This is an optimization exercise on Yosys and OpenROAD, whose aim is small area, a short achievable clock period and few clock cycles per item, not a production implementation. Only simulation tests tie the RTL to the original design; equivalence was not proved. Power and IR drop assume default switching activity.

==> inputs of v5 <==
// conv_top
module conv_top(clk, rst, start, image, filter, ready, result);
==> flow/config.mk <==
export PLATFORM = sky130hd
export DESIGN_NAME = conv_top
export DESIGN_NICKNAME = conv_top
export VERILOG_FILES = /design/flow/design.v
export SDC_FILE = /design/flow/constraint.sdc
export NUM_CORES = 4
export LEC_CHECK = 0
export CAP_MARGIN = 20
export CELL_PAD_IN_SITES_GLOBAL_PLACEMENT = 1
export CORE_MARGIN = 2
export CORE_UTILIZATION = 35
export GPL_TIMING_DRIVEN = 1
export PLACE_DENSITY = 0.5
export SETUP_SLACK_MARGIN = 2.25
export SLEW_MARGIN = 20
export SYNTH_HIERARCHICAL = 1
==> flow/constraint.sdc <==
create_clock -name core_clock -period 7.0 [get_ports {clk}]
set_input_delay 1.4000 -clock core_clock [delete_from_list [all_inputs] [get_ports {clk}]]
set_output_delay 1.4000 -clock core_clock [all_outputs]
set_load 0.01 [all_outputs]
standard.sh (not shown) runs the stock make flow with config.mk's settings and CLKGATE_MAP_FILE= SYNTH_SCRIPT=/design/flow/synth_recipe.tcl, a recipe that flattens the netlist after the stock synthesis.
==> flow/flow/run.sh <==
#!/bin/bash
# Own flow: the standard layout (standard.sh), except that the port
# buffers use sky130_fd_sc_hd__buf_2 instead of the resizer's default delay
# buffer. Every input and output port still gets its own buffer.
set -euo pipefail
export BUFFER_PORTS_ARGS="-buffer_cell sky130_fd_sc_hd__buf_2"
bash standard.sh > standard.log 2>&1
==> inputs of v12, as changes to v5 <==
- SETUP_SLACK_MARGIN: 2.25 -> 2.0
==> inputs of v14, as changes to v5 <==
- SETUP_SLACK_MARGIN: 2.25 -> 2.5
==> run summary <==
Routed WL per cell roughly 45 µm; GRT met2 Usage 59.7%; initial antenna violation count 3; Clock group just under 0.0006 W; Multi-input gate area around 21,000 µm²; internal power 0.00553 W; Total GRT Usage 40.6%; status complete, no violations; WHS Path Cells 3; Hold Path End st_q[57]; logic gate share of total power between 80% and 90%; drt first-iter violations approximately 8,000; ANT cells 0; Non-Filler Instances 3,384; worst path cell trace buf_2 -> and2_1 -> a222oi_1 -> fa_1 -> fa_1 -> fa_1 -> fa_1
(the above is from v5)
==> run summary <==
Multi-input gate area between 20,000 and 25,000 µm²; Clock group approximately 0.00060 W; GRT met2 Usage 62.5%; status complete, no violations; Total GRT Usage a little over two fifths; CORE AREA slightly below 70,000 µm²; Hold Path End st_q[61]; WHS Path Cells 2; ANT cells 2; Routed WL per cell approximately 46 µm; worst path cell trace buf_8 -> and2_4 -> a21o_4 -> a21o_1 -> a21o_1 -> xor2_4 -> a222oi_1 -> fa_2 -> fa_2 -> fa_2; initial antenna violation count 8
(the above is from v14)
==> run summary <==
GRT met2 Usage about three fifths; WHS Path Cells 2; status complete, no violations; Total GRT Usage 40.9%; worst path cell trace clkbuf_4 -> xor2_1 -> and2_1 -> a21o_1 -> a21o_1 -> xor2_1 -> a222oi_1 -> xor2_1 -> xor2_1 -> xor2_1 -> xor2_1 -> xor2_1; internal power 0.00530 W; Non-Filler Instances 3,344; Routed WL per cell 45.1 µm; Hold Path End st_q[68]; initial antenna violation count 8
(the above is from v12)
Testbench counts of v5, summed over its fixed seeds: cycles 1,024, items 1,024.
Testbench counts of v12, summed over its fixed seeds: cycles 1,024, items 1,024.
Testbench counts of v14, summed over its fixed seeds: cycles 1,024, items 1,024.

==> inputs of run C <==
Another version of the RTL of conv_top (not shown whole).
export LEC_CHECK = 0
export CAP_MARGIN = 20
export CELL_PAD_IN_SITES_GLOBAL_PLACEMENT = 1
export CORE_MARGIN = 2
export CORE_UTILIZATION = 35
export GPL_TIMING_DRIVEN = 1
export PLACE_DENSITY = 0.5
export SETUP_SLACK_MARGIN = 2.0
export SLEW_MARGIN = 20
export SYNTH_HIERARCHICAL = 1
create_clock -name core_clock -period 7.0 [get_ports {clk}]
Scripts as last shown in full above: flow/flow/run.sh
==> run D (differences from run C) <==
==> flow/run.sh (new file) <==
#!/bin/bash
# synth_recipe.tcl (not shown) runs the flow's synth.tcl, then flattens the netlist and writes it again
# the make line also repeats each setting of config.mk as NAME=value (left out here)
make -C /OpenROAD-flow-scripts/flow DESIGN_CONFIG=/design/flow/config.mk WORK_HOME=/design/flow/orfs CLKGATE_MAP_FILE= SYNTH_SCRIPT=/design/flow/synth_recipe.tcl finish
Settings changed: GPL_TIMING_DRIVEN 1 to 0.
removed: flow/flow/run.sh
removed: flow/standard.sh
==> comparison <==
Of run D and run C, run C has the higher sequential power (gap about 3%, measured against run C). In run C the combinational power is lower than in run D, by about 10%. Between run C and run D, the lower worst hold slack is in run C (gap 0.16 ns). Against run D, the global-route usage of run C is higher by 0.53 points. In run C the first-iteration DRC count is lower than in run D, by 0.81%. Between run C and run D, the lower final area is in run C (gap 9.6%, measured against run D).
==> figures <==
| metric | run D | run C |
|---|---|---|
| Run status | no timing/DRC/antenna violations | no timing/DRC/antenna violations |
| Via total after detailed routing | 25.15k | 25.29k |
| Hold path endpoint | st_q[62] | st_q[63] |
| Met3 wirelength from detailed routing | 23210 um | 22470 um |
| Clock-cell share | 0.01892 | 0.02088 |
| Vias/cell | 7.455 | 7.488 |
| Multi-input logic portion of the cell area | 0.6973 | 0.7293 |
| WHS Path Cells | 2 | 3 |
| Final core utilization | 0.4568 | 0.4129 |
| Crit path DAT | 5.40 ns | 5.35 ns |
| Non-clock buffer area fraction after layout | 0.1308 | 0.08054 |
| Clock network fraction of design power | 0.073 | 0.083 |
| Worst hold margin | 1.685 ns | 1.524 ns |
Testbench counts of run C, summed over its fixed seeds: cycles 1,024, items 1,024.
Testbench counts of run D, summed over its fixed seeds: cycles 1,024, items 1,024.

==> job 4915: inputs <==
Starting RTL as in the previous note.
clock: 7.0 ns
lec_check: 0
cap_margin: 20
cell_pad_in_sites_global_placement: 1
core_margin: 2
core_utilization: 35
gpl_timing_driven: 1
place_density: 0.5
setup_slack_margin: 2.25
slew_margin: 20
synth_hierarchical: 1
==> flow/flow/run.sh <==
#!/bin/bash
# Own flow: the standard layout (standard.sh), except that the port
# buffers use sky130_fd_sc_hd__buf_2 instead of the resizer's default delay
# buffer. Every input and output port still gets its own buffer.
set -euo pipefail
export BUFFER_PORTS_ARGS="-buffer_cell sky130_fd_sc_hd__buf_2"
bash standard.sh > standard.log 2>&1
==> job 8095: changes against job 4915 <==
- GPL_TIMING_DRIVEN: 1 -> 0
- SETUP_SLACK_MARGIN: 2.25 -> 2.5
==> comparison table <==
| quantity | job 4915 | job 8095 |
|---|---|---|
| Cell type with the highest occurrence count on the critical path | fa_1 | xor2_1 |
| Static Leakage | 10.4 nW | 11.6 nW |
| Clock period minus final worst setup slack | 4.86 ns | 5.09 ns |
| Wire length per cell | 44.0 µm | 45.5 µm |
| Status | finished clean | finished clean |
| GRT Resource Usage Total | 0.399 | 0.416 |
| First-pass GRT wire length | 202 mm | 208 mm |
| Fraction of area in registers | 0.122 | 0.109 |
| Clock group share of total power | 0.083 | 0.068 |
| Worst-case headroom to the max-slew limit | 0.169 | 0.143 |
| End of the critical path | st_q[119] | st_q[29] |
| Vias in the first global route | 24800 | 25500 |
| Portion of total power attributed to sequential cells | 0.128 | 0.111 |
| Comb group | 9.72 mW | 11.4 mW |
| DRC marker count from the first detailed-route iteration | 6670 | 8041 |
| Largest net degree at the start of global routing | 62 | 33 |
| Metal2 WL | 62.6 mm | 65.6 mm |
| Estimated wirelength of the detail-placed design | 111 mm | 108 mm |
| Final-layout clock-cell area share | 0.0212 | 0.0177 |
| Post-Route M1 WL | 55.4 mm | 56.2 mm |
| Combinational group share of total power | 0.789 | 0.821 |
| Area growth, synth to finish | 20.0% | 34.0% |
| Count of multi-input gates | 1882 | 1883 |
| Number of antenna violations at the first check in global routing | 3 | 10 |
| Clock group total power | 1.02 mW | 0.947 mW |
| Maximum VDD drop | 0.667 mV | 0.764 mV |
Testbench counts of job 4915, summed over its fixed seeds: cycles 1,024, items 1,024.
Testbench counts of job 8095, summed over its fixed seeds: cycles 1,024, items 1,024.

## re-timing with driven ports
In the flow no input, the clock included, has a driving cell. The finished layouts below were timed again as built, in two steps. Step 1 (the two cells are an assumption about what drives the block):
set clk [get_ports {clk}]
set_driving_cell -lib_cell sky130_fd_sc_hd__clkbuf_16 $clk
set_driving_cell -lib_cell sky130_fd_sc_hd__buf_2 [delete_from_list [all_inputs] $clk]
Step 2, shift: input delay + t, output delay - t, t = (earliest + latest rising clock arrival at the registers) / 2. This alone moves slack from input paths to output paths. a / b / c = no drivers / after step 1 / after step 2; a / b = the first two.
run | t, ns | setup WS [ns] | latest minus earliest clock arrival (ns) | worst register clock-pin slew, ns
v5 | 0.467 | 2.136 / 2.110 / 1.643 | 0.020 / 0.020 | 0.10 / 0.10
v12 | 0.466 | 1.859 / 1.895 / 1.430 | 0.013 / 0.013 | 0.09 / 0.09
v14 | 0.467 | 2.120 / 2.106 / 1.640 | 0.014 / 0.015 | 0.09 / 0.09
run C | 0.548 | 1.859 / 1.895 / 1.347 | 0.018 / 0.019 | 0.07 / 0.07
run D | 0.556 | 1.834 / 1.865 / 1.308 | 0.018 / 0.017 | 0.07 / 0.07
job 4915 | 0.548 | 2.137 / 2.061 / 1.513 | 0.015 / 0.016 | 0.07 / 0.07
job 8095 | 0.556 | 1.906 / 1.800 / 1.244 | 0.018 / 0.018 | 0.07 / 0.07
After both steps setup and hold are still met in every run listed. The setup slack of job 8095, which loses most, moves by -0.106 ns with the drivers and by -0.662 ns with both steps.
